This is an optimization exercise on Yosys and OpenROAD, whose aim is small area, a short achievable clock period and few clock cycles, not a production implementation. Where RTL was checked, it was by simulation tests only, not by an equivalence proof against the original. No activity file was given, so power comes from the tool's default toggle rates.

## job 3903
Design process, start of the top module:
module process(
  input clk,
  input rst,
  input [23:0] in_pix,
  output reg [5:0] row, col,
  output reg out_we,
  output reg [23:0] out_pix,
  output reg mirror_done,
  output reg gray_done,
  output reg filter_done
);
clock: 8.0 ns
lec_check: 0
abc_clock_period_in_ps: 2500
cap_margin: 20
core_margin: 2
core_utilization: 40
cts_cluster_diameter: 120
cts_cluster_size: 25
slew_margin: 20
standard.sh (not shown) runs the stock make flow with config.mk's settings and CLKGATE_MAP_FILE= SYNTH_SCRIPT=/design/flow/synth_recipe.tcl, a recipe that flattens the netlist after the stock synthesis.
==> flow/flow/run.sh <==
#!/bin/bash
set -euo pipefail
bash standard.sh SETUP_SLACK_MARGIN=5.7 finish > standard_flow.log 2>&1
Job 3903: PASS, flow complete, no timing, DRC or antenna violations
For job 1478, these inputs were changed with respect to job 3903:
Settings: removing CTS_CLUSTER_SIZE (formerly 25); setting SETUP_SLACK_MARGIN to 5 for the first time; removing CTS_CLUSTER_DIAMETER (formerly 120).
==> flow/run.sh (new file) <==
#!/bin/bash
# synth_recipe.tcl (not shown) runs the flow's synth.tcl, then flattens the netlist and writes it again
# the make line also repeats each setting of config.mk as NAME=value (left out here)
make -C /OpenROAD-flow-scripts/flow DESIGN_CONFIG=/design/flow/config.mk WORK_HOME=/design/flow/orfs CLKGATE_MAP_FILE= SYNTH_SCRIPT=/design/flow/synth_recipe.tcl finish
removed: flow/flow/run.sh
removed: flow/standard.sh
Findings:
As far as number of buffers inserted by hold repair at cts goes, job 1478 and job 3903 are indistinguishable; the numbers are identical.
Looking at worst max-slew margin expressed relative to the limit, job 1478 sits above job 3903.
Comparing job 1478 and job 3903, the lower final critical delay including setup and external delays is on job 3903.
Worst setup slack on job 1478 is behind job 3903.
## Diff of input files: job 3851 against job 1478
Settings: setting CTS_CLUSTER_SIZE to 25 for the first time; removing SETUP_SLACK_MARGIN (formerly 5); setting CTS_CLUSTER_DIAMETER to 120 for the first time.
==> flow/flow/run.sh (new file) <==
#!/bin/bash
set -euo pipefail
bash standard.sh SETUP_SLACK_MARGIN=5.4 finish > standard_flow.log 2>&1
==> flow/standard.sh (new file) <==
#!/bin/bash
# synth_recipe.tcl (not shown) runs the flow's synth.tcl, then flattens the netlist and writes it again
# the make line also repeats each setting of config.mk as NAME=value (left out here)
make -C /OpenROAD-flow-scripts/flow DESIGN_CONFIG=/design/flow/config.mk WORK_HOME=/design/flow/orfs CLKGATE_MAP_FILE= SYNTH_SCRIPT=/design/flow/synth_recipe.tcl "${@:-finish}"
removed: flow/run.sh
[summary]
Between job 3851 and job 1478, the internal power component is higher for job 1478. Re cell count of the worst hold path: no difference whatsoever between job 3851 and job 1478. Between job 1478 and job 3851, the flow reports post-route standard cell area excluding fillers increasing by a few percent. Against job 1478, wire length of the first global-routing pass in job 3851 came out worse.
Here is what was changed in the inputs of job 8842 compared with job 3851.
Settings: swapping 25 for 30 in CTS_CLUSTER_SIZE; putting SETUP_SLACK_MARGIN at 5 where nothing was set.
==> flow/run.sh (new file) <==
#!/bin/bash
# synth_recipe.tcl (not shown) runs the flow's synth.tcl, then flattens the netlist and writes it again
# the make line also repeats each setting of config.mk as NAME=value (left out here)
make -C /OpenROAD-flow-scripts/flow DESIGN_CONFIG=/design/flow/config.mk WORK_HOME=/design/flow/orfs CLKGATE_MAP_FILE= SYNTH_SCRIPT=/design/flow/synth_recipe.tcl finish
removed: flow/flow/run.sh
removed: flow/standard.sh
==> run summary <==
Per the comparison of job 8842 with job 3851, number of standard cells after synthesis flat; internal power consumption decreased by about 4% relative to the old numbers; endpoint arrival time on the critical path fell by 100 ps.
Looking at maximum VDD drop across job 3851 and job 8842, the one that comes out higher is job 3851.
Job 8842 against job 3851: part of the total power dissipated in the clock network increased by 1.8 points relative to the old numbers, final area decreased by 7.5% relative to the old numbers.
No functional check of the RTL was part of any run of this note.

---

process, a different RTL version from the one above (not shown whole).
Size in the first run: about 230 flip-flops, ~66 I/O pins.
// process
module process(
  input clk,
  input rst,
  input [23:0] in_pix,
  output reg [5:0] row, col,
  output reg out_we,
  output reg [23:0] out_pix,
  output reg mirror_done,
  output reg gray_done,
  output reg filter_done
);
export LEC_CHECK = 0
export ABC_CLOCK_PERIOD_IN_PS = 2500
export CAP_MARGIN = 20
export CORE_MARGIN = 2
export CORE_UTILIZATION = 40
export CTS_CLUSTER_DIAMETER = 120
export CTS_CLUSTER_SIZE = 25
export SLEW_MARGIN = 20
create_clock -name core_clock -period 8.0 [get_ports {clk}]
==> flow/flow/run.sh <==
#!/bin/bash
set -euo pipefail
bash standard.sh "BUFFER_PORTS_ARGS=-inputs -outputs -buffer_cell sky130_fd_sc_hd__buf_2" SETUP_SLACK_MARGIN=5.45 MATCH_CELL_FOOTPRINT=0 finish > standard_flow.log 2>&1
Testbench counts at the start, summed over its fixed seeds: cycles 307,356.
Next try:
==> flow/flow/run.sh (replaced) <==
#!/bin/bash
set -euo pipefail
bash standard.sh "BUFFER_PORTS_ARGS=-inputs -outputs -buffer_cell sky130_fd_sc_hd__buf_1" SETUP_SLACK_MARGIN=5.35 MATCH_CELL_FOOTPRINT=0 finish > standard_flow.log 2>&1
Result: Power shrinks by about 1.1%. Synthesized area is unchanged. Routed wire length shrinks by 2.6%. Clock power is higher by about 2%. Final cell count decreases by about 0.6%. Maximum frequency barely changes. Hold slack degrades by 4.9 ps. Setup slack degrades by 3.9 ps. First-iteration DRC count drops by 14%. Non-clock buffer count drops by 9.

---

## the reference run
Another version of the RTL of process (not shown whole).
Size: about 1,300 cells after synthesis, about 300 flip-flops, roughly 66 I/O pins, about 14,000 sq um of cells after synthesis.
Design process, start of the top module:
module process(
  input clk,
  input rst,
  input [23:0] in_pix,
  output reg [5:0] row, col,
  output reg out_we,
  output reg [23:0] out_pix,
  output reg mirror_done,
  output reg gray_done,
  output reg filter_done
);
make LEC_CHECK=0 CAP_MARGIN=20 CORE_MARGIN=2 CORE_UTILIZATION=40 SLEW_MARGIN=20 finish   # period 8.0 ns
run.sh (not shown) runs the stock make flow with config.mk's settings and CLKGATE_MAP_FILE= SYNTH_SCRIPT=/design/flow/synth_recipe.tcl, a recipe that flattens the netlist after the stock synthesis.
Stock flow here: none of the scripts above is used.
Every stage of the flow completed for the reference run, and the final layout passed the timing, DRC and antenna checks.
Testbench counts of the reference run, summed over its fixed seeds: cycles 309,396.
Relative to the reference run, the following input files were edited for the trial run:
Settings: setting SETUP_SLACK_MARGIN to 5 for the first time; setting ABC_CLOCK_PERIOD_IN_PS to 2500 for the first time.
Findings:
The trial run against the reference run: data required time at the worst endpoint down 2010 ps, switching share of power now smaller.
Cells: the trial run has more instances than the reference run
register to register as the category of the most critical setup path was reported by the reference run, and register to output port by the trial run.
In the trial run the portion of total power attributed to the clock network turned out 4.0 points higher than in the reference run.

-- static timing again, ports no longer ideal --
No port has a modelled driver above. Below, the same layouts with a new extraction and two added sets of constraints. Step 1 assumes that a clkbuf_16 drives the clock port and a buf_2 every other input. Step 2 also shifts input and output timing later by t, the mid clock arrival at the registers, as if the neighbouring blocks saw the same clock. Slacks: no drivers / after step 1 / after step 2; pairs: no drivers / after step 1.
run | t, ns | setup slack, ns | hold WS [ns] | worst setup path at the end | worst data-port slew with drivers (ns)
job 3903 | 0.538 | 5.144 / 5.144 / 4.798 | 0.330 / 0.330 / 0.330 | input to register | 0.06
job 1478 | 0.584 | 5.027 / 5.009 / 4.508 | 0.319 / 0.319 / 0.319 | input to register | 0.04
job 3851 | 0.518 | 4.985 / 4.985 / 4.735 | 0.306 / 0.306 / 0.306 | input to register | 0.06
job 8842 | 0.524 | 5.005 / 4.993 / 4.598 | 0.300 / 0.300 / 0.300 | input to register | 0.04
the first run of note 2 | 0.524 | 5.358 / 5.358 / 5.358 | 0.334 / 0.334 / 0.334 | register to register | 0.03
the second run of note 2 | 0.524 | 5.354 / 5.348 / 5.191 | 0.329 / 0.329 / 0.329 | input to register | 0.04
the reference run | 0.625 | 4.298 / 4.298 / 4.298 | 0.324 / 0.324 / 0.324 | register to register | 0.05
the trial run | 0.553 | 5.052 / 5.000 / 4.719 | 0.325 / 0.325 / 0.325 | input to register | 0.04
After both steps setup and hold are still met in every run listed. The setup slack of job 1478, which loses most, moves by -0.018 ns with the drivers and by -0.519 ns with both steps.
